This design comes from an exercise in tuning for small area, a short achievable clock period and few clock cycles per item on the open sky130 flow, not from production work.
Function was checked by simulation only, so behaviour that the tests miss may differ from the original.
Power and IR drop assume default switching activity.

==> design/flow/config.mk <==
export PLATFORM = sky130hd
export DESIGN_NAME = systolic_top
export DESIGN_NICKNAME = systolic_top
export VERILOG_FILES = /design/flow/design.v
export SDC_FILE = /design/flow/constraint.sdc
export NUM_CORES = 4
export LEC_CHECK = 0
export CAP_MARGIN = 20
export CORE_MARGIN = 2
export CORE_UTILIZATION = 45
export PLACE_DENSITY = 0.6
export SETUP_SLACK_MARGIN = 4
export SLEW_MARGIN = 20
export SYNTH_HIERARCHICAL = 1
export SYNTH_MINIMUM_KEEP_SIZE = 0
==> design/flow/constraint.sdc <==
create_clock -name core_clock -period 10.0 [get_ports {clk}]
set_input_delay 2.0000 -clock core_clock [delete_from_list [all_inputs] [get_ports {clk}]]
set_output_delay 2.0000 -clock core_clock [all_outputs]
set_load 0.01 [all_outputs]
==> design/flow/design.v <==
module systolic_pe #(
    parameter ACC_W = 32
)(
    input  wire             clk,
    input  wire             en,
    input  wire [31:0]      a,
    input  wire [15:0]      neg,
    input  wire [15:0]      one,
    input  wire [15:0]      two,
    output wire [ACC_W-1:0] c
);
    wire n0;
    wire n1;
    wire n2;
    wire n3;
    wire n4;
    wire n5;
    wire n6;
    wire n7;
    wire n8;
    wire n9;
    wire n10;
    wire n11;
    wire n12;
    wire n13;
    wire n14;
    wire n15;
    wire n16;
    wire n17;
    wire n18;
    wire n19;
    wire n20;
    wire n21;
    wire n22;
    wire n23;
    wire n24;
    wire n25;
    wire n26;
    wire n27;
    wire n28;
    wire n29;
    wire n30;
    wire n31;
    wire n32;
    wire n33;
    wire n34;
    wire n35;
    wire n36;
    wire n37;
    wire n38;
    wire n39;
    wire n40;
    wire n41;
    wire n42;
    wire n43;
    wire n44;
    wire n45;
    wire n46;
    wire n47;
    wire n48;
    wire n49;
    wire n50;
    wire n51;
    wire n52;
    wire n53;
    wire n54;
    wire n55;
    wire n56;
    wire n57;
    wire n58;
    wire n59;
    wire n60;
    wire n61;
    wire n62;
    wire n63;
    wire n64;
    wire n65;
    wire n66;
    wire n67;
    wire n68;
    wire n69;
    wire n70;
    wire n71;
    wire n72;
    wire n73;
    wire n74;
    wire n75;
    wire n76;
    wire n77;
    wire n78;
    wire n79;
    wire n80;
    wire n81;
    wire n82;
    wire n83;
    wire n84;
    wire n85;
    wire n86;
    wire n87;
    wire n88;
    wire n89;
    wire n90;
    wire n91;
    wire n92;
    wire n93;
    wire n94;
    wire n95;
    wire n96;
    wire n97;
    wire n98;
    wire n99;
    wire n100;
    wire n101;
    wire n102;
    wire n103;
    wire n104;
    wire n105;
    wire n106;
    wire n107;
    wire n108;
    wire n109;
    wire n110;
    wire n111;
    wire n112;
    wire n113;
    wire n114;
    wire n115;
    wire n116;
    wire n117;
    wire n118;
    wire n119;
    wire n120;
    wire n121;
    wire n122;
    wire n123;
    wire n124;
    wire n125;
    wire n126;
    wire n127;
    wire n128;
    wire n129;
    wire n130;
    wire n131;
    wire n132;
    wire n133;
    wire n134;
    wire n135;
    wire n136;
    wire n137;
    wire n138;
    wire n139;
    wire n140;
    wire n141;
    wire n142;
    wire n143;
    wire n144;
    wire n145;
    wire n146;
    wire n147;
    wire n148;
    wire n149;
    wire n150;
    wire n151;
    wire n152;
    wire n153;
    wire n154;
    wire n155;
    wire n156;
    wire n157;
    wire n158;
    wire n159;
    wire n160;
    wire n161;
    wire n162;
    wire n163;
    wire n164;
    wire n165;
    wire n166;
    wire n167;
    wire n168;
    wire n169;
    wire n170;
    wire n171;
    wire n172;
    wire n173;
    wire n174;
    wire n175;
    wire n176;
    wire n177;
    wire n178;
    wire n179;
    wire n180;
    wire n181;
    wire n182;
    wire n183;
    wire n184;
    wire n185;
    wire n186;
    wire n187;
    wire n188;
    wire n189;
    wire n190;
    wire n191;
    wire n192;
    wire n193;
    wire n194;
    wire n195;
    wire n196;
    wire n197;
    wire n198;
    wire n199;
    wire n200;
    wire n201;
    wire n202;
    wire n203;
    wire n204;
    wire n205;
    wire n206;
    wire n207;
    wire n208;
    wire n209;
    wire n210;
    wire n211;
    wire n212;
    wire n213;
    wire n214;
    wire n215;
    wire n216;
    wire n217;
    wire n218;
    wire n219;
    wire n220;
    wire n221;
    wire n222;
    wire n223;
    wire n224;
    wire n225;
    wire n226;
    wire n227;
    wire n228;
    wire n229;
    wire n230;
    wire n231;
    wire n232;
    wire n233;
    wire n234;
    wire n235;
    wire n236;
    wire n237;
    wire n238;
    wire n239;
    wire n240;
    wire n241;
    wire n242;
    wire n243;
    wire n244;
    wire n245;
    wire n246;
    wire n247;
    wire n248;
    wire n249;
    wire n250;
    wire n251;
    wire n252;
    wire n253;
    wire n254;
    wire n255;
    wire n256;
    wire n257;
    wire n258;
    wire n259;
    wire n260;
    wire n261;
    wire n262;
    wire n263;
    wire n264;
    wire n265;
    wire n266;
    wire n267;
    wire n268;
    wire n269;
    wire n270;
    wire n271;
    wire n272;
    wire n273;
    wire n274;
    wire n275;
    wire n276;
    wire n277;
    wire n278;
    wire n279;
    wire n280;
    wire n281;
    wire n282;
    wire n283;
    wire n284;
    wire n285;
    wire n286;
    wire n287;
    wire n288;
    wire n289;
    wire n290;
    wire n291;
    wire [6:0] n292;
    systolic_ha u_n0 (.a((((one[0] & a[6]) | (two[0] & a[5])) ^ neg[0])), .b((((one[1] & a[4]) | (two[1] & a[3])) ^ neg[1])), .s(n0), .co(n1));
    systolic_fa u_n2 (.a((((one[0] & a[4]) | (two[0] & a[3])) ^ neg[0])), .b((((one[1] & a[2]) | (two[1] & a[1])) ^ neg[1])), .c(((one[2] & a[0]) ^ neg[2])), .s(n2), .co(n3));
    systolic_ha u_n4 (.a(neg[2]), .b((((one[4] & a[12]) | (two[4] & a[11])) ^ neg[4])), .s(n4), .co(n5));
    systolic_ha u_n6 (.a((((one[0] & a[5]) | (two[0] & a[4])) ^ neg[0])), .b((((one[1] & a[3]) | (two[1] & a[2])) ^ neg[1])), .s(n6), .co(n7));
    systolic_fa u_n8 (.a((((one[2] & a[2]) | (two[2] & a[1])) ^ neg[2])), .b(((one[3] & a[0]) ^ neg[3])), .c(neg[3]), .s(n8), .co(n9));
    systolic_fa u_n10 (.a((((one[4] & a[14]) | (two[4] & a[13])) ^ neg[4])), .b((((one[5] & a[12]) | (two[5] & a[11])) ^ neg[5])), .c((((one[6] & a[10]) | (two[6] & a[9])) ^ neg[6])), .s(n10), .co(n11));
    systolic_fa u_n12 (.a(((one[7] & a[8]) ^ neg[7])), .b(neg[7]), .c((((one[8] & a[22]) | (two[8] & a[21])) ^ neg[8])), .s(n12), .co(n13));
    systolic_ha u_n14 (.a((((one[9] & a[20]) | (two[9] & a[19])) ^ neg[9])), .b((((one[10] & a[18]) | (two[10] & a[17])) ^ neg[10])), .s(n14), .co(n15));
    systolic_fa u_n16 (.a((((one[0] & a[7]) | (two[0] & a[6])) ^ neg[0])), .b((((one[1] & a[5]) | (two[1] & a[4])) ^ neg[1])), .c((((one[2] & a[3]) | (two[2] & a[2])) ^ neg[2])), .s(n16), .co(n17));
    systolic_fa u_n18 (.a((((one[3] & a[1]) | (two[3] & a[0])) ^ neg[3])), .b((((one[4] & a[15]) | (two[4] & a[14])) ^ neg[4])), .c((((one[5] & a[13]) | (two[5] & a[12])) ^ neg[5])), .s(n18), .co(n19));
    systolic_fa u_n20 (.a((((one[6] & a[11]) | (two[6] & a[10])) ^ neg[6])), .b((((one[7] & a[9]) | (two[7] & a[8])) ^ neg[7])), .c((((one[8] & a[23]) | (two[8] & a[22])) ^ neg[8])), .s(n20), .co(n21));
    systolic_fa u_n22 (.a((((one[9] & a[21]) | (two[9] & a[20])) ^ neg[9])), .b((((one[10] & a[19]) | (two[10] & a[18])) ^ neg[10])), .c((((one[11] & a[17]) | (two[11] & a[16])) ^ neg[11])), .s(n22), .co(n23));
    systolic_fa u_n24 (.a((~(((one[0] | two[0]) & a[7]) ^ neg[0]))), .b((((one[1] & a[6]) | (two[1] & a[5])) ^ neg[1])), .c((((one[2] & a[4]) | (two[2] & a[3])) ^ neg[2])), .s(n24), .co(n25));
    systolic_fa u_n26 (.a((((one[3] & a[2]) | (two[3] & a[1])) ^ neg[3])), .b((~(((one[4] | two[4]) & a[15]) ^ neg[4]))), .c((((one[5] & a[14]) | (two[5] & a[13])) ^ neg[5])), .s(n26), .co(n27));
    systolic_fa u_n28 (.a((((one[6] & a[12]) | (two[6] & a[11])) ^ neg[6])), .b((((one[7] & a[10]) | (two[7] & a[9])) ^ neg[7])), .c((~(((one[8] | two[8]) & a[23]) ^ neg[8]))), .s(n28), .co(n29));
    systolic_ha u_n30 (.a((((one[9] & a[22]) | (two[9] & a[21])) ^ neg[9])), .b((((one[10] & a[20]) | (two[10] & a[19])) ^ neg[10])), .s(n30), .co(n31));
    systolic_fa u_n32 (.a((((one[1] & a[7]) | (two[1] & a[6])) ^ neg[1])), .b((((one[2] & a[5]) | (two[2] & a[4])) ^ neg[2])), .c((((one[3] & a[3]) | (two[3] & a[2])) ^ neg[3])), .s(n32), .co(n33));
    systolic_ha u_n34 (.a((((one[5] & a[15]) | (two[5] & a[14])) ^ neg[5])), .b((((one[6] & a[13]) | (two[6] & a[12])) ^ neg[6])), .s(n34), .co(n35));
    systolic_fa u_n36 (.a((~(((one[1] | two[1]) & a[7]) ^ neg[1]))), .b((((one[2] & a[6]) | (two[2] & a[5])) ^ neg[2])), .c((((one[3] & a[4]) | (two[3] & a[3])) ^ neg[3])), .s(n36), .co(n37));
    systolic_fa u_n38 (.a((((one[0] & a[2]) | (two[0] & a[1])) ^ neg[0])), .b(((one[1] & a[0]) ^ neg[1])), .c(neg[1]), .s(n38), .co(n39));
    systolic_ha u_n40 (.a((((one[4] & a[10]) | (two[4] & a[9])) ^ neg[4])), .b(((one[5] & a[8]) ^ neg[5])), .s(n40), .co(n41));
    systolic_ha u_n42 (.a((((one[0] & a[3]) | (two[0] & a[2])) ^ neg[0])), .b((((one[1] & a[1]) | (two[1] & a[0])) ^ neg[1])), .s(n42), .co(n43));
    systolic_fa u_n44 (.a((((one[5] & a[10]) | (two[5] & a[9])) ^ neg[5])), .b(((one[6] & a[8]) ^ neg[6])), .c(neg[6]), .s(n44), .co(n45));
    systolic_fa u_n46 (.a((((one[8] & a[20]) | (two[8] & a[19])) ^ neg[8])), .b((((one[9] & a[18]) | (two[9] & a[17])) ^ neg[9])), .c(((one[10] & a[16]) ^ neg[10])), .s(n46), .co(n47));
    systolic_ha u_n48 (.a(neg[10]), .b((((one[12] & a[28]) | (two[12] & a[27])) ^ neg[12])), .s(n48), .co(n49));
    systolic_fa u_n50 (.a((((one[2] & a[1]) | (two[2] & a[0])) ^ neg[2])), .b((((one[4] & a[13]) | (two[4] & a[12])) ^ neg[4])), .c((((one[5] & a[11]) | (two[5] & a[10])) ^ neg[5])), .s(n50), .co(n51));
    systolic_fa u_n52 (.a((((one[6] & a[9]) | (two[6] & a[8])) ^ neg[6])), .b((((one[8] & a[21]) | (two[8] & a[20])) ^ neg[8])), .c((((one[9] & a[19]) | (two[9] & a[18])) ^ neg[9])), .s(n52), .co(n53));
    systolic_fa u_n54 (.a((((one[10] & a[17]) | (two[10] & a[16])) ^ neg[10])), .b((((one[12] & a[29]) | (two[12] & a[28])) ^ neg[12])), .c((((one[13] & a[27]) | (two[13] & a[26])) ^ neg[13])), .s(n54), .co(n55));
    systolic_ha u_n56 (.a((((one[14] & a[25]) | (two[14] & a[24])) ^ neg[14])), .b(n5), .s(n56), .co(n57));
    systolic_fa u_n58 (.a(((one[11] & a[16]) ^ neg[11])), .b(neg[11]), .c((((one[12] & a[30]) | (two[12] & a[29])) ^ neg[12])), .s(n58), .co(n59));
    systolic_fa u_n60 (.a((((one[13] & a[28]) | (two[13] & a[27])) ^ neg[13])), .b((((one[14] & a[26]) | (two[14] & a[25])) ^ neg[14])), .c(((one[15] & a[24]) ^ neg[15])), .s(n60), .co(n61));
    systolic_fa u_n62 (.a(neg[15]), .b(n7), .c(n14), .s(n62), .co(n63));
    systolic_fa u_n64 (.a(n0), .b(n8), .c(n10), .s(n64), .co(n65));
    systolic_fa u_n66 (.a((((one[12] & a[31]) | (two[12] & a[30])) ^ neg[12])), .b((((one[13] & a[29]) | (two[13] & a[28])) ^ neg[13])), .c((((one[14] & a[27]) | (two[14] & a[26])) ^ neg[14])), .s(n66), .co(n67));
    systolic_fa u_n68 (.a((((one[15] & a[25]) | (two[15] & a[24])) ^ neg[15])), .b(n15), .c(n1), .s(n68), .co(n69));
    systolic_fa u_n70 (.a(n9), .b(n11), .c(n13), .s(n70), .co(n71));
    systolic_fa u_n72 (.a(n16), .b(n18), .c(n20), .s(n72), .co(n73));
    systolic_fa u_n74 (.a((((one[11] & a[18]) | (two[11] & a[17])) ^ neg[11])), .b((~(((one[12] | two[12]) & a[31]) ^ neg[12]))), .c((((one[13] & a[30]) | (two[13] & a[29])) ^ neg[13])), .s(n74), .co(n75));
    systolic_fa u_n76 (.a((((one[14] & a[28]) | (two[14] & a[27])) ^ neg[14])), .b((((one[15] & a[26]) | (two[15] & a[25])) ^ neg[15])), .c(n30), .s(n76), .co(n77));
    systolic_fa u_n78 (.a(n17), .b(n19), .c(n21), .s(n78), .co(n79));
    systolic_fa u_n80 (.a(n23), .b(n24), .c(n26), .s(n80), .co(n81));
    systolic_fa u_n82 (.a((((one[7] & a[11]) | (two[7] & a[10])) ^ neg[7])), .b((((one[9] & a[23]) | (two[9] & a[22])) ^ neg[9])), .c((((one[10] & a[21]) | (two[10] & a[20])) ^ neg[10])), .s(n82), .co(n83));
    systolic_fa u_n84 (.a((((one[11] & a[19]) | (two[11] & a[18])) ^ neg[11])), .b((((one[13] & a[31]) | (two[13] & a[30])) ^ neg[13])), .c((((one[14] & a[29]) | (two[14] & a[28])) ^ neg[14])), .s(n84), .co(n85));
    systolic_fa u_n86 (.a((((one[15] & a[27]) | (two[15] & a[26])) ^ neg[15])), .b(n31), .c(n34), .s(n86), .co(n87));
    systolic_fa u_n88 (.a(n25), .b(n27), .c(n29), .s(n88), .co(n89));
    systolic_fa u_n90 (.a((~(((one[5] | two[5]) & a[15]) ^ neg[5]))), .b((((one[6] & a[14]) | (two[6] & a[13])) ^ neg[6])), .c((((one[7] & a[12]) | (two[7] & a[11])) ^ neg[7])), .s(n90), .co(n91));
    systolic_fa u_n92 (.a((~(((one[9] | two[9]) & a[23]) ^ neg[9]))), .b((((one[10] & a[22]) | (two[10] & a[21])) ^ neg[10])), .c((((one[11] & a[20]) | (two[11] & a[19])) ^ neg[11])), .s(n92), .co(n93));
    systolic_fa u_n94 (.a((~(((one[13] | two[13]) & a[31]) ^ neg[13]))), .b((((one[14] & a[30]) | (two[14] & a[29])) ^ neg[14])), .c((((one[15] & a[28]) | (two[15] & a[27])) ^ neg[15])), .s(n94), .co(n95));
    assign n96 = ~(n35 ^ n33);
    assign n97 = n35 | n33;
    systolic_fa u_n98 (.a((((one[2] & a[7]) | (two[2] & a[6])) ^ neg[2])), .b((((one[3] & a[5]) | (two[3] & a[4])) ^ neg[3])), .c((((one[6] & a[15]) | (two[6] & a[14])) ^ neg[6])), .s(n98), .co(n99));
    systolic_fa u_n100 (.a((((one[7] & a[13]) | (two[7] & a[12])) ^ neg[7])), .b((((one[10] & a[23]) | (two[10] & a[22])) ^ neg[10])), .c((((one[11] & a[21]) | (two[11] & a[20])) ^ neg[11])), .s(n100), .co(n101));
    systolic_ha u_n102 (.a((((one[14] & a[31]) | (two[14] & a[30])) ^ neg[14])), .b((((one[15] & a[29]) | (two[15] & a[28])) ^ neg[15])), .s(n102), .co(n103));
    systolic_fa u_n104 (.a((~(((one[2] | two[2]) & a[7]) ^ neg[2]))), .b((((one[3] & a[6]) | (two[3] & a[5])) ^ neg[3])), .c((~(((one[6] | two[6]) & a[15]) ^ neg[6]))), .s(n104), .co(n105));
    systolic_fa u_n106 (.a(((one[0] & a[0]) ^ neg[0])), .b(neg[0]), .c(((one[4] & a[8]) ^ neg[4])), .s(n106), .co(n107));
    systolic_fa u_n108 (.a(neg[5]), .b((((one[8] & a[18]) | (two[8] & a[17])) ^ neg[8])), .c(((one[9] & a[16]) ^ neg[9])), .s(n108), .co(n109));
    systolic_ha u_n110 (.a(neg[9]), .b((((one[12] & a[26]) | (two[12] & a[25])) ^ neg[12])), .s(n110), .co(n111));
    systolic_fa u_n112 (.a((((one[4] & a[11]) | (two[4] & a[10])) ^ neg[4])), .b((((one[5] & a[9]) | (two[5] & a[8])) ^ neg[5])), .c((((one[8] & a[19]) | (two[8] & a[18])) ^ neg[8])), .s(n112), .co(n113));
    systolic_fa u_n114 (.a((((one[9] & a[17]) | (two[9] & a[16])) ^ neg[9])), .b((((one[12] & a[27]) | (two[12] & a[26])) ^ neg[12])), .c((((one[13] & a[25]) | (two[13] & a[24])) ^ neg[13])), .s(n114), .co(n115));
    systolic_ha u_n116 (.a(n41), .b(n42), .s(n116), .co(n117));
    systolic_fa u_n118 (.a((((one[13] & a[26]) | (two[13] & a[25])) ^ neg[13])), .b(((one[14] & a[24]) ^ neg[14])), .c(neg[14]), .s(n118), .co(n119));
    systolic_fa u_n120 (.a(n43), .b(n48), .c(n4), .s(n120), .co(n121));
    systolic_fa u_n122 (.a(n44), .b(n46), .c(n2), .s(n122), .co(n123));
    systolic_fa u_n124 (.a(n49), .b(n6), .c(n45), .s(n124), .co(n125));
    systolic_fa u_n126 (.a(n47), .b(n3), .c(n50), .s(n126), .co(n127));
    systolic_fa u_n128 (.a(n52), .b(n54), .c(n56), .s(n128), .co(n129));
    systolic_fa u_n130 (.a(n51), .b(n53), .c(n55), .s(n130), .co(n131));
    systolic_fa u_n132 (.a(n57), .b(n58), .c(n60), .s(n132), .co(n133));
    systolic_fa u_n134 (.a(n12), .b(n62), .c(n64), .s(n134), .co(n135));
    systolic_fa u_n136 (.a(n59), .b(n61), .c(n66), .s(n136), .co(n137));
    systolic_fa u_n138 (.a(n22), .b(n63), .c(n68), .s(n138), .co(n139));
    systolic_fa u_n140 (.a(n65), .b(n70), .c(n72), .s(n140), .co(n141));
    systolic_fa u_n142 (.a(n67), .b(n74), .c(n28), .s(n142), .co(n143));
    systolic_fa u_n144 (.a(n69), .b(n71), .c(n76), .s(n144), .co(n145));
    systolic_fa u_n146 (.a(n73), .b(n78), .c(n80), .s(n146), .co(n147));
    systolic_fa u_n148 (.a(n75), .b(n82), .c(n84), .s(n148), .co(n149));
    systolic_fa u_n150 (.a(n32), .b(n77), .c(n79), .s(n150), .co(n151));
    systolic_fa u_n152 (.a(n86), .b(n81), .c(n88), .s(n152), .co(n153));
    systolic_fa u_n154 (.a(n83), .b(n85), .c(n90), .s(n154), .co(n155));
    systolic_fa u_n156 (.a(n92), .b(n94), .c(n36), .s(n156), .co(n157));
    systolic_fa u_n158 (.a(n87), .b(n89), .c(n96), .s(n158), .co(n159));
    assign n160 = ~(n102 ^ n91);
    assign n161 = n102 | n91;
    systolic_fa u_n162 (.a(n93), .b(n95), .c(n37), .s(n162), .co(n163));
    systolic_fa u_n164 (.a(n98), .b(n100), .c(n97), .s(n164), .co(n165));
    systolic_fa u_n166 (.a((((one[7] & a[14]) | (two[7] & a[13])) ^ neg[7])), .b((~(((one[10] | two[10]) & a[23]) ^ neg[10]))), .c((((one[11] & a[22]) | (two[11] & a[21])) ^ neg[11])), .s(n166), .co(n167));
    systolic_fa u_n168 (.a((~(((one[14] | two[14]) & a[31]) ^ neg[14]))), .b((((one[15] & a[30]) | (two[15] & a[29])) ^ neg[15])), .c(n103), .s(n168), .co(n169));
    systolic_fa u_n170 (.a(n99), .b(n101), .c(n104), .s(n170), .co(n171));
    systolic_fa u_n172 (.a((((one[3] & a[7]) | (two[3] & a[6])) ^ neg[3])), .b((((one[7] & a[15]) | (two[7] & a[14])) ^ neg[7])), .c((((one[11] & a[23]) | (two[11] & a[22])) ^ neg[11])), .s(n172), .co(n173));
    systolic_fa u_n174 (.a(neg[4]), .b(((one[8] & a[16]) ^ neg[8])), .c(neg[8]), .s(n174), .co(n175));
    systolic_fa u_n176 (.a((((one[0] & a[1]) | (two[0] & a[0])) ^ neg[0])), .b((((one[4] & a[9]) | (two[4] & a[8])) ^ neg[4])), .c((((one[8] & a[17]) | (two[8] & a[16])) ^ neg[8])), .s(n176), .co(n177));
    systolic_fa u_n178 (.a(((one[13] & a[24]) ^ neg[13])), .b(neg[13]), .c(n110), .s(n178), .co(n179));
    systolic_ha u_n180 (.a(n40), .b(n108), .s(n180), .co(n181));
    systolic_fa u_n182 (.a(n111), .b(n109), .c(n39), .s(n182), .co(n183));
    systolic_fa u_n184 (.a(n112), .b(n114), .c(n116), .s(n184), .co(n185));
    systolic_fa u_n186 (.a(n113), .b(n115), .c(n117), .s(n186), .co(n187));
    systolic_fa u_n188 (.a(n118), .b(n120), .c(n122), .s(n188), .co(n189));
    systolic_fa u_n190 (.a(n119), .b(n121), .c(n123), .s(n190), .co(n191));
    systolic_fa u_n192 (.a(n124), .b(n126), .c(n128), .s(n192), .co(n193));
    systolic_fa u_n194 (.a(n125), .b(n127), .c(n129), .s(n194), .co(n195));
    systolic_fa u_n196 (.a(n130), .b(n132), .c(n134), .s(n196), .co(n197));
    systolic_fa u_n198 (.a(n131), .b(n133), .c(n136), .s(n198), .co(n199));
    systolic_fa u_n200 (.a(n138), .b(n135), .c(n140), .s(n200), .co(n201));
    systolic_fa u_n202 (.a(n137), .b(n142), .c(n139), .s(n202), .co(n203));
    systolic_fa u_n204 (.a(n144), .b(n141), .c(n146), .s(n204), .co(n205));
    systolic_fa u_n206 (.a(n143), .b(n148), .c(n145), .s(n206), .co(n207));
    systolic_fa u_n208 (.a(n150), .b(n147), .c(n152), .s(n208), .co(n209));
    systolic_fa u_n210 (.a(n149), .b(n154), .c(n156), .s(n210), .co(n211));
    systolic_fa u_n212 (.a(n151), .b(n153), .c(n158), .s(n212), .co(n213));
    systolic_fa u_n214 (.a(n155), .b(n157), .c(n160), .s(n214), .co(n215));
    systolic_fa u_n216 (.a(n162), .b(n159), .c(n164), .s(n216), .co(n217));
    systolic_fa u_n218 (.a(n166), .b(n168), .c(n161), .s(n218), .co(n219));
    systolic_fa u_n220 (.a(n163), .b(n170), .c(n165), .s(n220), .co(n221));
    systolic_fa u_n222 (.a(~(((one[15] & a[31]) | (two[15] & a[30])) ^ neg[15])), .b(n167), .c(n105), .s(n222), .co(n223));
    systolic_fa u_n224 (.a(n172), .b(n169), .c(n171), .s(n224), .co(n225));
    systolic_fa u_n226 (.a((~(((one[3] | two[3]) & a[7]) ^ neg[3]))), .b((~(((one[7] | two[7]) & a[15]) ^ neg[7]))), .c((~(((one[11] | two[11]) & a[23]) ^ neg[11]))), .s(n226), .co(n227));
    systolic_fa u_n228 (.a((~(((one[15] | two[15]) & a[31]) ^ neg[15]))), .b((((one[15] & a[31]) | (two[15] & a[30])) ^ neg[15])), .c(n173), .s(n228), .co(n229));
    systolic_ha u_n230 (.a(((one[12] & a[24]) ^ neg[12])), .b(neg[12]), .s(n230), .co(n231));
    systolic_fa u_n232 (.a((((one[12] & a[25]) | (two[12] & a[24])) ^ neg[12])), .b(n175), .c(n107), .s(n232), .co(n233));
    systolic_fa u_n234 (.a(n177), .b(n38), .c(n178), .s(n234), .co(n235));
    systolic_fa u_n236 (.a(n179), .b(n181), .c(n182), .s(n236), .co(n237));
    systolic_fa u_n238 (.a(n183), .b(n185), .c(n186), .s(n238), .co(n239));
    systolic_fa u_n240 (.a(n187), .b(n189), .c(n190), .s(n240), .co(n241));
    systolic_fa u_n242 (.a(n191), .b(n193), .c(n194), .s(n242), .co(n243));
    systolic_fa u_n244 (.a(n195), .b(n198), .c(n197), .s(n244), .co(n245));
    systolic_fa u_n246 (.a(n199), .b(n202), .c(n201), .s(n246), .co(n247));
    systolic_fa u_n248 (.a(n203), .b(n206), .c(n205), .s(n248), .co(n249));
    systolic_fa u_n250 (.a(n210), .b(n207), .c(n209), .s(n250), .co(n251));
    systolic_fa u_n252 (.a(n211), .b(n214), .c(n213), .s(n252), .co(n253));
    systolic_fa u_n254 (.a(n215), .b(n218), .c(n217), .s(n254), .co(n255));
    systolic_fa u_n256 (.a(n222), .b(n219), .c(n224), .s(n256), .co(n257));
    systolic_fa u_n258 (.a(n226), .b(n223), .c(n228), .s(n258), .co(n259));
    systolic_ha u_n260 (.a(n230), .b(n174), .s(n260), .co(n261));
    systolic_fa u_n262 (.a(n231), .b(n176), .c(n232), .s(n262), .co(n263));
    systolic_fa u_n264 (.a(n233), .b(n180), .c(n234), .s(n264), .co(n265));
    systolic_fa u_n266 (.a(n184), .b(n235), .c(n236), .s(n266), .co(n267));
    systolic_fa u_n268 (.a(n237), .b(n238), .c(n188), .s(n268), .co(n269));
    systolic_fa u_n270 (.a(n239), .b(n192), .c(n240), .s(n270), .co(n271));
    systolic_fa u_n272 (.a(n241), .b(n242), .c(n196), .s(n272), .co(n273));
    systolic_fa u_n274 (.a(n243), .b(n200), .c(n244), .s(n274), .co(n275));
    systolic_fa u_n276 (.a(n204), .b(n245), .c(n246), .s(n276), .co(n277));
    systolic_fa u_n278 (.a(n208), .b(n247), .c(n248), .s(n278), .co(n279));
    systolic_fa u_n280 (.a(n212), .b(n249), .c(n250), .s(n280), .co(n281));
    systolic_fa u_n282 (.a(n216), .b(n251), .c(n252), .s(n282), .co(n283));
    systolic_fa u_n284 (.a(n220), .b(n253), .c(n254), .s(n284), .co(n285));
    systolic_fa u_n286 (.a(n221), .b(n256), .c(n255), .s(n286), .co(n287));
    systolic_fa u_n288 (.a(n225), .b(n258), .c(n257), .s(n288), .co(n289));
    systolic_fa u_n290 (.a(~n227), .b(n229), .c(n259), .s(n290), .co(n291));
    assign n292 = {1'b0, n269, n267, n265, n263, n261, n260} + {1'b0, n270, n268, n266, n264, n262, n106};
    reg [28:0] q;
    always @(posedge clk) begin
        if (en)
            q <= {n227, n291, n290, n289, n288, n287, n286, n285, n284, n283, n282, n281, n280, n279, n278, n277, n276, n275, n274, n273, n292[6], n272, n271, n292[5], n292[4], n292[3], n292[2], n292[1], n292[0]};
    end
    wire m0;
    wire m1;
    wire m2;
    wire m3;
    wire m4;
    wire m5;
    wire m6;
    wire m7;
    wire m8;
    wire m9;
    wire m10;
    wire m11;
    wire m12;
    wire m13;
    wire m14;
    wire m15;
    wire m16;
    wire m17;
    wire m18;
    wire m19;
    wire m20;
    wire m21;
    systolic_ha u_m0 (.a(q[6]), .b(q[7]), .s(m0), .co(m1));
    systolic_ha u_m2 (.a(q[9]), .b(q[10]), .s(m2), .co(m3));
    systolic_ha u_m4 (.a(q[11]), .b(q[12]), .s(m4), .co(m5));
    systolic_ha u_m6 (.a(q[13]), .b(q[14]), .s(m6), .co(m7));
    systolic_ha u_m8 (.a(q[15]), .b(q[16]), .s(m8), .co(m9));
    systolic_ha u_m10 (.a(q[17]), .b(q[18]), .s(m10), .co(m11));
    systolic_ha u_m12 (.a(q[19]), .b(q[20]), .s(m12), .co(m13));
    systolic_ha u_m14 (.a(q[21]), .b(q[22]), .s(m14), .co(m15));
    systolic_ha u_m16 (.a(q[23]), .b(q[24]), .s(m16), .co(m17));
    systolic_ha u_m18 (.a(q[25]), .b(q[26]), .s(m18), .co(m19));
    systolic_ha u_m20 (.a(q[27]), .b(q[28]), .s(m20), .co(m21));
    wire [17:0] x = {m21, m19, m17, m15, m13, m11, m9, m7, m5, m3, m1, m0, q[5], q[4], q[3], q[2], q[1], q[0]};
    wire [17:0] y = {1'b1, m20, m18, m16, m14, m12, m10, m8, m6, m4, m2, q[8], 1'b0, 1'b0, 1'b0, 1'b0, 1'b0, 1'b0};
    wire [17:0] s = x + y;
    assign c = {{(ACC_W-18){s[17]}}, s};
endmodule
module systolic_fa (
    input  wire a,
    input  wire b,
    input  wire c,
    output wire s,
    output wire co
);
    assign {co, s} = {1'b0, a} + {1'b0, b} + {1'b0, c};
endmodule
module systolic_ha (
    input  wire a,
    input  wire b,
    output wire s,
    output wire co
);
    assign {co, s} = {1'b0, a} + {1'b0, b};
endmodule
module systolic_array #(
    parameter ACC_W = 32
)(
    input  wire                clk,
    input  wire                en,
    input  wire [127:0]        a_bus,
    input  wire [127:0]        b_bus,
    output wire [16*ACC_W-1:0] c_bus
);
    wire [63:0] d_neg, d_one, d_two;
    genvar e, t, i, j, k;
    generate
        for (e = 0; e < 16; e = e + 1) begin : ENC
            for (t = 0; t < 4; t = t + 1) begin : DIG
                wire hi  = b_bus[e*8 + 2*t + 1];
                wire mid = b_bus[e*8 + 2*t];
                wire lo;
                if (t == 0) begin : LO0
                    assign lo = 1'b0;
                end else begin : LOT
                    assign lo = b_bus[e*8 + 2*t - 1];
                end
                assign d_neg[e*4+t] = hi;
                assign d_one[e*4+t] = mid ^ lo;
                assign d_two[e*4+t] = (hi & ~mid & ~lo) | (~hi & mid & lo);
            end
        end
        for (i = 0; i < 4; i = i + 1) begin : ROW_GEN
            for (j = 0; j < 4; j = j + 1) begin : COL_GEN
                wire [15:0] neg, one, two;
                for (k = 0; k < 4; k = k + 1) begin : K_GEN
                    assign neg[k*4 +: 4] = d_neg[(k*4+j)*4 +: 4];
                    assign one[k*4 +: 4] = d_one[(k*4+j)*4 +: 4];
                    assign two[k*4 +: 4] = d_two[(k*4+j)*4 +: 4];
                end
                systolic_pe #(
                    .ACC_W (ACC_W)
                ) u_pe (
                    .clk (clk),
                    .en  (en),
                    .a   (a_bus[i*32 +: 32]),
                    .neg (neg),
                    .one (one),
                    .two (two),
                    .c   (c_bus[(i*4+j)*ACC_W +: ACC_W])
                );
            end
        end
    endgenerate
endmodule
module systolic_controller (
    input  wire clk,
    input  wire rst_n,
    input  wire start,
    output wire busy,
    output reg  done,
    output wire accept
);
    assign busy   = 1'b0;
    assign accept = start;
    always @(posedge clk or negedge rst_n) begin
        if (!rst_n)
            done <= 1'b0;
        else
            done <= start;
    end
endmodule
module systolic_top #(
    parameter DATA_W = 8,
    parameter ACC_W  = 32,
    parameter ROWS   = 4,
    parameter COLS   = 4,
    parameter K      = 4
)(
    input  wire clk,
    input  wire rst_n,
    input  wire start,
    output wire busy,
    output wire done,
    input  wire signed [ROWS*K*DATA_W-1:0] a_flat,
    input  wire signed [K*COLS*DATA_W-1:0] b_flat,
    output wire signed [ROWS*COLS*ACC_W-1:0] c_flat
);
    wire accept;
    systolic_controller u_ctrl (
        .clk    (clk),
        .rst_n  (rst_n),
        .start  (start),
        .busy   (busy),
        .done   (done),
        .accept (accept)
    );
    systolic_array #(
        .ACC_W (ACC_W)
    ) u_array (
        .clk   (clk),
        .en    (accept),
        .a_bus (a_flat),
        .b_bus (b_flat),
        .c_bus (c_flat)
    );
endmodule
==> design/flow/flow/run.sh <==
#!/bin/bash
# The standard layout, except that the port buffers are plain buffers
# (buf_2) instead of the default slow delay-cell buffers (clkdlybuf4s50_1),
# which the timing repair leaves in place.
set -euo pipefail
export BUFFER_PORTS_ARGS="-buffer_cell sky130_fd_sc_hd__buf_2"
bash standard.sh > standard_flow.log 2>&1
==> design/flow/standard.sh <==
#!/bin/bash
# synth_recipe.tcl (not shown) runs the flow's synth.tcl, then flattens the netlist and writes it again
# the make line also repeats each setting of config.mk as NAME=value (left out here)
make -C /OpenROAD-flow-scripts/flow DESIGN_CONFIG=/design/flow/config.mk WORK_HOME=/design/flow/orfs CLKGATE_MAP_FILE= SYNTH_SCRIPT=/design/flow/synth_recipe.tcl "${@:-finish}"
==> flow_metrics.tcl, run 1 <==
set metrics [dict create \
    cts_made_buffers 71 \
    drt-total-wl_um 509000 \
    relSlewSlack_pct 14.9 \
    synthArstFlopShare_pct 0.215 \
    yosysSeqAreaShare_pct 12.0 \
    hold_violations 0 \
    drc_errors 0 \
    worst_pin_slew_ns 1.28 \
    p_leak_nw 46.9 \
    crit_path_end_kind "flop" \
    boundaryPins 773 \
    grt_use_total_pct 37.2 \
    cts_tree "done" \
    h-tree-depth 3 \
    worstPathArrival_ns 6.55 \
    syn-num-nets 13800 \
    gp_congestion 0.942 \
    rsz0062_at_grt "yes" \
    placement.io_buffers 771 \
    clock-sinks 465 \
    tns_ns 0 \
    wire_per_inst_um 36.4 \
    initial_core_util_pct 45.3 \
    min_period_ns 6.07 \
    coreArea_um2 257000 \
    ys_ff_latch 465 \
    grt_max_degree 108 \
    cp-start-kind "input pin" \
    viasPerCell 6.85 \
    num_vias 95600 \
    syn_avg_cell_area_um2 10.8 \
    drt_iter0_markers 14900 \
    synthDistinctLibCells 36 \
    crit_fanout 32 \
    fmax_mhz 165 \
    ys.flop_type "edfxtp_1" \
    syn-instance-count 10800 \
    overflow 0 \
    dp_hpwl_um 329000 \
    clk_pin_slew_ns 0.06 \
    nNetsFinal 13600 \
    cp.required_ns 10.48 \
    hp-class "input pin to async pin" \
    synth_top_cell_area_share_pct 35.7 \
    synth_area_leader_cell "fa_1" \
    die_h_um 513 \
    setup.worst_path.start "b_flat[85]" \
    finalSetupViolations 0 \
    rows 186 \
    maxCapViolCount 0 \
    postRouteAntennaNets 0 \
    synthesis.area_um2 117000 \
    synth_area_leaders "fa_1 (36%), xnor2_1 (16%), edfxtp_1 (12%)" \
    ctsHoldBuffers 0 \
    dieWidth_um 513 \
    cts_max_path_buffers 3 \
    status "timing/DRC/antenna clean" \
    antenna_found_initial 57 \
    p_per_area_nw_per_um2 459 \
    grt_pass1_vias 99000 \
    synth_edf_count 464 \
    die-area_um2 263000 \
    cts-root-buf "clkbuf_16" \
    drt_first_pass_iters 10 \
    peakVddDrop_mv 0.440 \
    area_growth_pct 8.23 \
    drv_slew 0 \
    synth-warning-count 8 \
    grt_pass1_wl_um 708000 \
    critPathKind "input pin to flop" \
    finalCritPeriodShare_pct 60.7 \
    utilization_pct 49.1 \
    drive_gt1_share_pct 14.3 \
]
==> flip-flops by register name, summed over array words and instances (netlist names) <==
register,cells
u_array.ROW_GEN.COL_GEN.u_pe.q,464
u_ctrl.done,1
==> cell type report <==
cell class	instances	area, µm²
inverters	176	661
fillers	23100	131000
well taps	3384	4230
diodes	32	80.1
multi-input cells	8572	96300
flip-flops and latches	465	14000
clock buffers	85	1850
repair buffers	1204	8490
clock inverters	41	582
==> per-module statistics from Yosys (local to each module, per instance), excerpt <==
module	cells	copies in the design	flip-flops and latches	area, µm²
systolic_controller	4	1	1	43.8
systolic_ha	1	432	0	12.5
systolic_fa	1	2048	0	20.0
==> per-stage QoR <==
step                      hold WS, ns  setup slack [ns]  std cells  area [µm²]  power (mW)
after global routing             1.00              3.91      13900      126000        62.9
after global placement           1.78              2.58      13700      121000        53.0
after floorplan                  1.70              4.07      10800      117000        39.6
after CTS                       0.975              4.00      13900      125000        57.4
final                            1.02              3.93      14000      126000        58.0
after detailed placement         1.78              2.54      13700      121000        54.0
==> metal layers <==
metal  GRT usage [%]  part of all wire [%]  vias up
met5           0.968                  0.10        -
met4            23.1                   7.5       47
met3            15.6                    16     2115
met2            53.2                    41     8849
met1            46.2                    36    48500
li1                -                     -    36100
==> power by group <==
group / internal, mW / total, mW / switching [mW]
Clock: 1.63 / 2.82 / 1.18
Sequential: 6.42 / 6.85 / 0.432
Combinational: 20.8 / 48.3 / 27.5
Total: 28.8 / 58.0 / 29.1
==> cell usage after synthesis, types with 47 or more instances <==
cell type,number
inv_1,176
a21oi_1,176
nand2_1,273
xnor2_1,2192
nand3b_1,47
o21ai_0,351
fa_1,2080
a21o_1,80
a22oi_1,1792
nand4_1,48
xor2_1,384
clkbuf_1,976
buf_4,322
ha_1,736
nand2b_1,64
buf_1,256
edfxtp_1,464
==> logic make-up (layout without fill, tap and decap cells) <==
family,after synthesis,count (layout),synth area share [%]
compound gates,2544,2544,15.7
xor+xnor,2576,2583,19.4
fa+ha+maj,2816,2816,43.6
buf+inv,1730,1506,6.61
flops,465,465,12.0
other cells,1,33,0.00322
simple gates,624,628,2.76
==> cells in the final DEF (no fill, tap or decap), types with 17 or more instances in the layout <==
cell / count
xor2_4: 31
clkbuf_4: 21
edfxtp_1: 464
a21o_1: 80
buf_2: 727
nand4_1: 48
nor2_1: 32
xnor2_1: 2190
xor2_1: 327
o21ai_2: 30
nand2_1: 273
buf_4: 320
o21ai_0: 304
o21bai_1: 32
nand2b_1: 64
ha_1: 736
nand3b_1: 47
and2_1: 32
diode_2: 32
xor2_2: 33
a22oi_1: 1792
buf_6: 52
o21ai_4: 17
buf_12: 32
buf_8: 18
clkbuf_16: 86
nor3_1: 32
a21oi_1: 176
fa_1: 2080
inv_1: 176
==> worst paths after layout <==
kind / to / slack [ns]
max in group asynchronous: u_ctrl.done / 8.90
min in group core_clock: u_array.ROW_GEN[3].COL_GEN[1].u_pe.q[9] / 1.76
worst max-delay path: u_array.ROW_GEN[2].COL_GEN[2].u_pe.q[14] / 3.93
worst min-delay path: u_ctrl.done / 1.02
==> what timing repair did <==
item / CTS / global route
endpoints found under the setup margin: 331 / 272
gates cloned: 11 / 15
setup buffers: 39 / 42
gates resized for setup: 147 / 155
pin swaps: 19 / 20
==> worst max-delay path: stages <==
cell and delay [ns]:
buf_2 0.33, buf_16 0.28, nand2b_1 0.13, o21ai_2 0.19, buf_12 0.25, a22oi_1 0.14
xnor2_1 0.19, fa_1 0.49, fa_1 0.61, fa_1 0.48, fa_1 0.43, fa_1 0.51
fa_1 0.41
Testbench counts, summed over its fixed seeds: cycles 392, items 384.
==> run 2: changes to the inputs <==
--- a/design/flow/design.v
+++ b/design/flow/design.v
@@ -456,42 +456,10 @@
         if (en)
             q <= {n227, n291, n290, n289, n288, n287, n286, n285, n284, n283, n282, n281, n280, n279, n278, n277, n276, n275, n274, n273, n292[6], n272, n271, n292[5], n292[4], n292[3], n292[2], n292[1], n292[0]};
     end
-    wire m0;
-    wire m1;
-    wire m2;
-    wire m3;
-    wire m4;
-    wire m5;
-    wire m6;
-    wire m7;
-    wire m8;
-    wire m9;
-    wire m10;
-    wire m11;
-    wire m12;
-    wire m13;
-    wire m14;
-    wire m15;
-    wire m16;
-    wire m17;
-    wire m18;
-    wire m19;
-    wire m20;
-    wire m21;
-    systolic_ha u_m0 (.a(q[6]), .b(q[7]), .s(m0), .co(m1));
-    systolic_ha u_m2 (.a(q[9]), .b(q[10]), .s(m2), .co(m3));
-    systolic_ha u_m4 (.a(q[11]), .b(q[12]), .s(m4), .co(m5));
-    systolic_ha u_m6 (.a(q[13]), .b(q[14]), .s(m6), .co(m7));
-    systolic_ha u_m8 (.a(q[15]), .b(q[16]), .s(m8), .co(m9));
-    systolic_ha u_m10 (.a(q[17]), .b(q[18]), .s(m10), .co(m11));
-    systolic_ha u_m12 (.a(q[19]), .b(q[20]), .s(m12), .co(m13));
-    systolic_ha u_m14 (.a(q[21]), .b(q[22]), .s(m14), .co(m15));
-    systolic_ha u_m16 (.a(q[23]), .b(q[24]), .s(m16), .co(m17));
-    systolic_ha u_m18 (.a(q[25]), .b(q[26]), .s(m18), .co(m19));
-    systolic_ha u_m20 (.a(q[27]), .b(q[28]), .s(m20), .co(m21));
-    wire [17:0] x = {m21, m19, m17, m15, m13, m11, m9, m7, m5, m3, m1, m0, q[5], q[4], q[3], q[2], q[1], q[0]};
-    wire [17:0] y = {1'b1, m20, m18, m16, m14, m12, m10, m8, m6, m4, m2, q[8], 1'b0, 1'b0, 1'b0, 1'b0, 1'b0, 1'b0};
-    wire [17:0] s = x + y;
+    wire [11:0] x = {1'b1, q[27], q[25], q[23], q[21], q[19], q[17], q[15], q[13], q[11], q[9], q[6]};
+    wire [11:0] y = {1'b0, q[28], q[26], q[24], q[22], q[20], q[18], q[16], q[14], q[12], q[10], q[7]};
+    wire [11:0] hi = x + y + q[8];
+    wire [17:0] s = {hi, q[5], q[4], q[3], q[2], q[1], q[0]};
     assign c = {{(ACC_W-18){s[17]}}, s};
 endmodule
 module systolic_fa (
==> flow_metrics.tcl, run 2 <==
set metrics [dict create \
    rsz0062_at_grt "yes" \
    initial_core_util_pct 45.2 \
    postRouteAntennaNets 0 \
    grt_pass1_wl_um 751000 \
    fmax_mhz 165 \
    ys_ff_latch 465 \
    syn-instance-count 10900 \
    gp_congestion 0.978 \
    drt_iter0_markers 15400 \
    finalSetupViolations 0 \
    final_cell_mix "xnor2_1 (2135), fa_1 (2086), a22oi_1 (1784), buf_2 (675), ha_1 (528)" \
    synthDistinctLibCells 43 \
    maxCapViolCount 0 \
    cp-start-kind "input pin" \
    tns_ns 0 \
    drv_slew 0 \
    synth_area_leaders "fa_1 (36%), xnor2_1 (16%), edfxtp_1 (12%)" \
    cts_max_path_buffers 3 \
    cp.required_ns 10.44 \
    syn-num-nets 13800 \
    cts_made_buffers 70 \
    dp_hpwl_um 360000 \
    crit_fanout 32 \
    place_inst 13900 \
    nNetsFinal 13800 \
    mostFrequentLayoutCell "xnor2_1" \
    synth_edf_count 464 \
    synth_top_cell_area_share_pct 35.9 \
    finalCritPeriodShare_pct 60.8 \
    p_per_area_nw_per_um2 456 \
    regMostFlops "u_array.ROW_GEN.COL_GEN.u_pe.q" \
    overflow 0 \
    drc_errors 0 \
    num_vias 99700 \
    die-area_um2 264000 \
    wire_per_inst_um 38.0 \
    syn_avg_cell_area_um2 10.7 \
    reg_top3 "u_array.ROW_GEN.COL_GEN.u_pe.q (464), u_ctrl.done (1)" \
    grt_use_total_pct 39.7 \
    grt_pass1_vias 102000 \
    antenna_found_initial 76 \
    synthArstFlopShare_pct 0.215 \
    min_period_ns 6.08 \
    utilization_pct 50.1 \
    relSlewSlack_pct 18.9 \
    crit_path_end_kind "flop" \
    synthesis.area_um2 117000 \
    synth_common_cells "xnor2_1 (2144), fa_1 (2096), a22oi_1 (1792)" \
    worst_pin_slew_ns 1.21 \
    peakVddDrop_mv 0.349 \
    largest_reg_flops 464 \
    clock-sinks 465 \
    drt_first_pass_iters 10 \
    placement.io_buffers 771 \
    cts_tree "done" \
    drive_gt1_share_pct 16.1 \
    worstPathArrival_ns 6.52 \
    ctsHoldBuffers 0 \
    coreArea_um2 259000 \
    p_leak_nw 48.3 \
    viasPerCell 6.94 \
    dieWidth_um 514 \
    clk_pin_slew_ns 0.05 \
    h-tree-depth 3 \
    ys.flop_type "edfxtp_1" \
    fin_cells 14400 \
    synth_area_leader_cell "fa_1" \
    status "timing/DRC/antenna clean" \
    hold_violations 0 \
    synth-warning-count 8 \
    area_growth_pct 10.8 \
    cts-root-buf "clkbuf_16" \
    grt_max_degree 134 \
    timing.hold.ws_ns 1.06 \
    critPathKind "input pin to flop" \
    drt-total-wl_um 546000 \
    hp-class "input pin to async pin" \
    rows 187 \
    synth.most_common_cell "xnor2_1" \
    die_h_um 514 \
    yosysSeqAreaShare_pct 11.9 \
    boundaryPins 773 \
    power_mw 59.1 \
]
[run 2: changes by cell type after synthesis, moves of 128 or more]
cell      delta
buf_2      +272
buf_1      -256
ha_1       -192
inv_1      +128
clkbuf_2   +176
clkbuf_1   -192
[run 2: cell families (layout without fill, tap and decap cells)]
kind of cell | count (synthesis) | in the layout | synth area share, %
AO/OA/AOI/OAI | 2688 | 2689 | 16.4
XOR/XNOR | 2512 | 2519 | 18.8
adder cells (fa/ha/maj) | 2640 | 2640 | 41.7
buffers and inverters | 1890 | 1860 | 7.73
flip-flops | 465 | 465 | 11.9
multiplexers | 16 | 16 | 0.137
other | 1 | 43 | 0.00321
AND/OR/NAND/NOR | 736 | 738 | 3.33
[run 2: power by group]
group | switching [mW] | total [mW] | leakage [nW] | internal (mW)
sequential | 0.547 | 6.94 | 4.55 | 6.40
clock | 1.16 | 2.75 | 1.15 | 1.59
combinational | 28.3 | 49.4 | 42.6 | 21.1
total | 30.0 | 59.1 | 48.3 | 29.1
[run 2: Yosys stat by module, one instance, submodules excluded, excerpt]
module | cell area, µm² | cells inside | flops+latches
systolic_ha | 12.5 | 1 | 0
systolic_controller | 43.8 | 4 | 1
systolic_fa | 20.0 | 1 | 0
[run 2: through the flow]
step                setup slack, ns  area, µm²
finish                         3.92     130000
CTS                            3.94     127000
global placement               2.18     121000
floorplan                      3.88     117000
global route                   3.93     130000
detailed placement             2.39     121000
[run 2: final cells by class]
type | instances | area, µm²
fillers | 22900 | 129000
multi-input cells | 8603 | 95900
flip-flops and latches | 465 | 14000
repair buffers | 1428 | 11900
well taps | 3402 | 4260
clock buffers | 89 | 1910
inverters | 304 | 1140
clock inverters | 39 | 485
diodes | 42 | 105
[run 2: metal layers]
| layer | part of all wire [%] | routed length [µm] | global-route usage, % |
|---|---|---|---|
| met1 | 34 | 186000 | 46.8 |
| met2 | 41 | 226000 | 57.3 |
| met3 | 15 | 79100 | 15.8 |
| met4 | 10 | 54700 | 32.0 |
| met5 | 0.078 | 425 | 0 |
[run 2: final timing paths]
kind | from | to | slack [ns] | cells past startpoint
setup / recovery | b_flat[103] | u_array.ROW_GEN[3].COL_GEN[0].u_pe.q[18] | 3.92 | 12
hold / removal | rst_n | u_ctrl.done | 1.06 | 1
max in group asynchronous | rst_n | u_ctrl.done | 8.86 | 1
min in group core_clock | start | u_ctrl.done | 1.66 | 1
[run 2: critical path, stage by stage]
cell,delay [ns]
buf_4,0.36
buf_6,0.42
nand3b_1,0.20
o21ai_2,0.06
buf_4,0.29
a22oi_1,0.29
xnor2_1,0.19
fa_1,0.47
fa_1,0.52
fa_1,0.44
fa_1,0.62
fa_1,0.55
[run 2: what timing repair did]
action	4_1_cts	5_1_grt
setup buffers	94	123
gates resized for setup	310	248
endpoints found under the setup margin	320	132
cloned	31	27
pin swaps	36	82
Testbench counts of run 2, summed over its fixed seeds: cycles 392, items 384.

==> separate check: timing with driven ports <==
The results above use ideal ports. As a check the final layouts listed here were re-extracted and re-timed, cells and wires unchanged. Step 1: set_driving_cell puts a clkbuf_16 on clk and a buf_2 on each other input, an assumption about the parent block. Step 2 also shifts input and output timing later by t, the mid clock arrival at the registers, as if the neighbouring blocks saw the same clock. Slacks: ideal / step 1 / step 2; pairs: ideal / step 1.
run | shift t [ns] | slack for setup (ns) | worst hold slack (ns)
run 1 | 0.865 | 3.932 / 3.935 / 3.124 | 1.016 / 0.934 / 1.799
run 2 | 0.835 | 3.923 / 3.931 / 3.096 | 1.056 / 0.982 / 1.817
After both steps every run listed still meets setup and hold. For run 2, which loses most, drivers alone change the setup slack by +0.008 ns; drivers and shift together by -0.827 ns.
